Source: an optimization exercise on an open RTL-to-GDS flow (aim: small area and a short achievable clock period). Production flows keep margins and buffers that such runs may drop.
In this exercise RTL edits were held to simulation tests only and were not proved equivalent to the original.
Power is estimated from default activity; no workload was simulated.

==> flow/design.v <==
module FIFO (clk,rst,en,wdata,wr_rd,rdata,valid,full,empty);
  input clk;
  input rst;
  input en;
  input wr_rd;
  input [7:0] wdata;
  output reg [7:0] rdata;
  output valid;
  output reg full;
  output reg empty;
  reg [7:0] mem[0:127];
  reg [7:0]  lo[0:7];   
  reg [15:0] hi;        
  reg  [7:0] fullc;    
  wire wr = en & wr_rd & ~full;
  wire [7:0] wrb = {8{en & wr_rd}} & ~fullc;   
  wire rd = en & ~wr_rd & ~empty;
  assign valid = en & ~wr_rd;
  integer i, b;
  always @(posedge clk) begin
    for (b = 0; b < 8; b = b + 1)
      if (wrb[b]) begin
        mem[0][b] <= wdata[b];
        for (i = 1; i < 128; i = i + 1) mem[i][b] <= mem[i-1][b];
      end
  end
  reg [7:0] grp[0:15];
  reg [7:0] q;
  integer g, k;
  always @* begin
    for (g = 0; g < 16; g = g + 1) begin
      grp[g] = 8'd0;
      for (k = 0; k < 8; k = k + 1)
        grp[g] = grp[g] | (mem[8*g+k] & {lo[7][k], lo[6][k], lo[5][k], lo[4][k], lo[3][k], lo[2][k], lo[1][k], lo[0][k]});
    end
    q = 8'd0;
    for (g = 0; g < 16; g = g + 1)
      q = q | (grp[g] & {8{hi[g]}});
  end
  integer c;
  always @(posedge clk) begin
    if (rst) begin
      for (c = 0; c < 8; c = c + 1) lo[c] <= 8'h80;
      hi    <= 16'h8000;
      full  <= 1'b0;
      fullc <= 8'd0;
      empty <= 1'b1;
      rdata <= 8'd0;
    end else if (wr) begin
      for (c = 0; c < 8; c = c + 1) lo[c] <= {lo[c][6:0], lo[c][7]};
      if (lo[0][7]) hi <= {hi[14:0], hi[15]};
      empty <= 1'b0;
      full  <= lo[0][6] & hi[15];
      for (c = 0; c < 8; c = c + 1) fullc[c] <= lo[c][6] & hi[15];
    end else if (rd) begin
      for (c = 0; c < 8; c = c + 1) lo[c] <= {lo[c][0], lo[c][7:1]};
      if (lo[0][0]) hi <= {hi[0], hi[15:1]};
      full  <= 1'b0;
      fullc <= 8'd0;
      empty <= lo[0][0] & hi[0];
      rdata <= q;
    end
  end
endmodule
export LEC_CHECK = 0
export CAP_MARGIN = 20
export CORE_MARGIN = 2
export CORE_UTILIZATION = 65
export SETUP_SLACK_MARGIN = 1.65
export SLEW_MARGIN = 20
create_clock -name core_clock -period 3.5 [get_ports {clk}]
standard.sh (not shown) runs the stock make flow with config.mk's settings and CLKGATE_MAP_FILE= SYNTH_SCRIPT=/design/flow/synth_recipe.tcl, a recipe that flattens the netlist after the stock synthesis.
==> flow/flow/run.sh <==
#!/bin/bash
set -euo pipefail
export CTS_ARGS="-sink_clustering_enable -repair_clock_nets -dont_use_dummy_load -sink_clustering_size 24 -sink_clustering_max_diameter 80"
export IO_CONSTRAINTS="$(pwd)/flow/io.tcl"
bash standard.sh finish > standard_flow.log 2>&1
==> flow/flow/io.tcl <==
set_io_pin_constraint -pin_names {clk} -region left:115-140
The starting point completed without violations.
==> next run, changes <==
--- a/flow/config.mk
+++ b/flow/config.mk
@@ -11 +11 @@
-export SETUP_SLACK_MARGIN = 1.65
+export SETUP_SLACK_MARGIN = 1.6
The new run finished clean. Design area decreases by 0.32%. Clock skew increases by 0.0049 ns. Critical path depth increases by 2.
==> next run, changes <==
--- a/flow/config.mk
+++ b/flow/config.mk
@@ -10,2 +10,2 @@
-export CORE_UTILIZATION = 65
-export SETUP_SLACK_MARGIN = 1.6
+export CORE_UTILIZATION = 70
+export SETUP_SLACK_MARGIN = 1.7
Flip-flop and latch count is unchanged.
Global-route usage rises by 2.4 points.
Synthesized cell count does not change.
Sequential power barely changes.
Setup slack improves by 0.032 ns.
Register-to-register slack improves by 0.07 ns.
==> next run, changes <==
--- a/flow/config.mk
+++ b/flow/config.mk
@@ -10 +10 @@
-export CORE_UTILIZATION = 70
+export CORE_UTILIZATION = 65
Hold slack gains 0.0062 ns. Final cell count climbs by 2.6%. Synthesized cell count stays the same. Global-route usage drops by 2.4 points. Routed wire length climbs by 0.40%. Power is about the same. Utilization drops by 5.0 points. Synthesized area stays the same.

## run a
Another version of the RTL of FIFO (not shown whole).
Size in the first run: roughly 2,100 cells after synthesis, roughly 1,100 flip-flops, about 23 I/O pins.
clock: 3.5 ns
lec_check: 0
cap_margin: 20
core_margin: 2
core_utilization: 65
cts_cluster_diameter: 60
cts_cluster_size: 30
setup_slack_margin: 1.8
slew_margin: 20
run.sh (not shown) runs the stock make flow with config.mk's settings and CLKGATE_MAP_FILE= SYNTH_SCRIPT=/design/flow/synth_recipe.tcl, a recipe that flattens the netlist after the stock synthesis.
Stock flow here: none of the scripts above is used.
What run b does differently from run a at the input level:
Settings: CTS_CLUSTER_DIAMETER no longer set, was 60; CORE_UTILIZATION now 40, was 65; SETUP_SLACK_MARGIN now 1.6, was 1.8; CTS_CLUSTER_SIZE no longer set, was 30.
Run b against run a: final-stage net count fell 255, total power went up by 7.7%, via total after detailed routing went down by 2,766, first-pass GRT wire length down 6.8%. In the flow results for run b and run a, the sequential share of layout area is larger on run b. Internal power of the cells went up by more than 10% going from run a to run b. Comparing run a with run b, the clock sink count came out essentially unchanged. The lower cell area of run b and run a is in run b.

## re-timing with driven ports
How much do the figures lean on ideal ports? The routed layouts below were timed once more, with nothing changed but the port constraints.
Step 1, drivers: a clkbuf_16 drives clk and a buf_2 each remaining input, both assumed.
Step 2 times the ports against the registers' clock, not the clock port: input delays grow and output delays shrink by t, the midpoint of the rising clock arrivals with the driver on.
a / b / c = ideal ports / drivers / drivers and shift; a / b = the first two.
run	t, ns	setup slack, ns	hold WS [ns]	clock arrival spread, ns	slew at the worst register clock pin (ns)
the first run of note 1	0.667	1.676 / 1.631 / 1.149	0.441 / 0.441 / 0.441	0.030 / 0.031	0.10 / 0.10
the second run of note 1	0.663	1.631 / 1.608 / 1.192	0.441 / 0.441 / 0.441	0.034 / 0.035	0.10 / 0.10
the third run of note 1	0.666	1.663 / 1.615 / 1.186	0.436 / 0.436 / 0.436	0.043 / 0.043	0.10 / 0.10
the fourth run of note 1	0.663	1.646 / 1.495 / 1.008	0.442 / 0.442 / 0.442	0.043 / 0.044	0.10 / 0.10
run a	0.720	1.191 / 1.191 / 1.026	0.439 / 0.439 / 0.439	0.047 / 0.047	0.12 / 0.12
run b	0.730	1.464 / 1.464 / 1.114	0.441 / 0.441 / 0.441	0.024 / 0.025	0.07 / 0.07
After both steps every run listed still meets setup and hold. For the fourth run of note 1, which loses most, drivers alone change the setup slack by -0.151 ns; drivers and shift together by -0.638 ns.
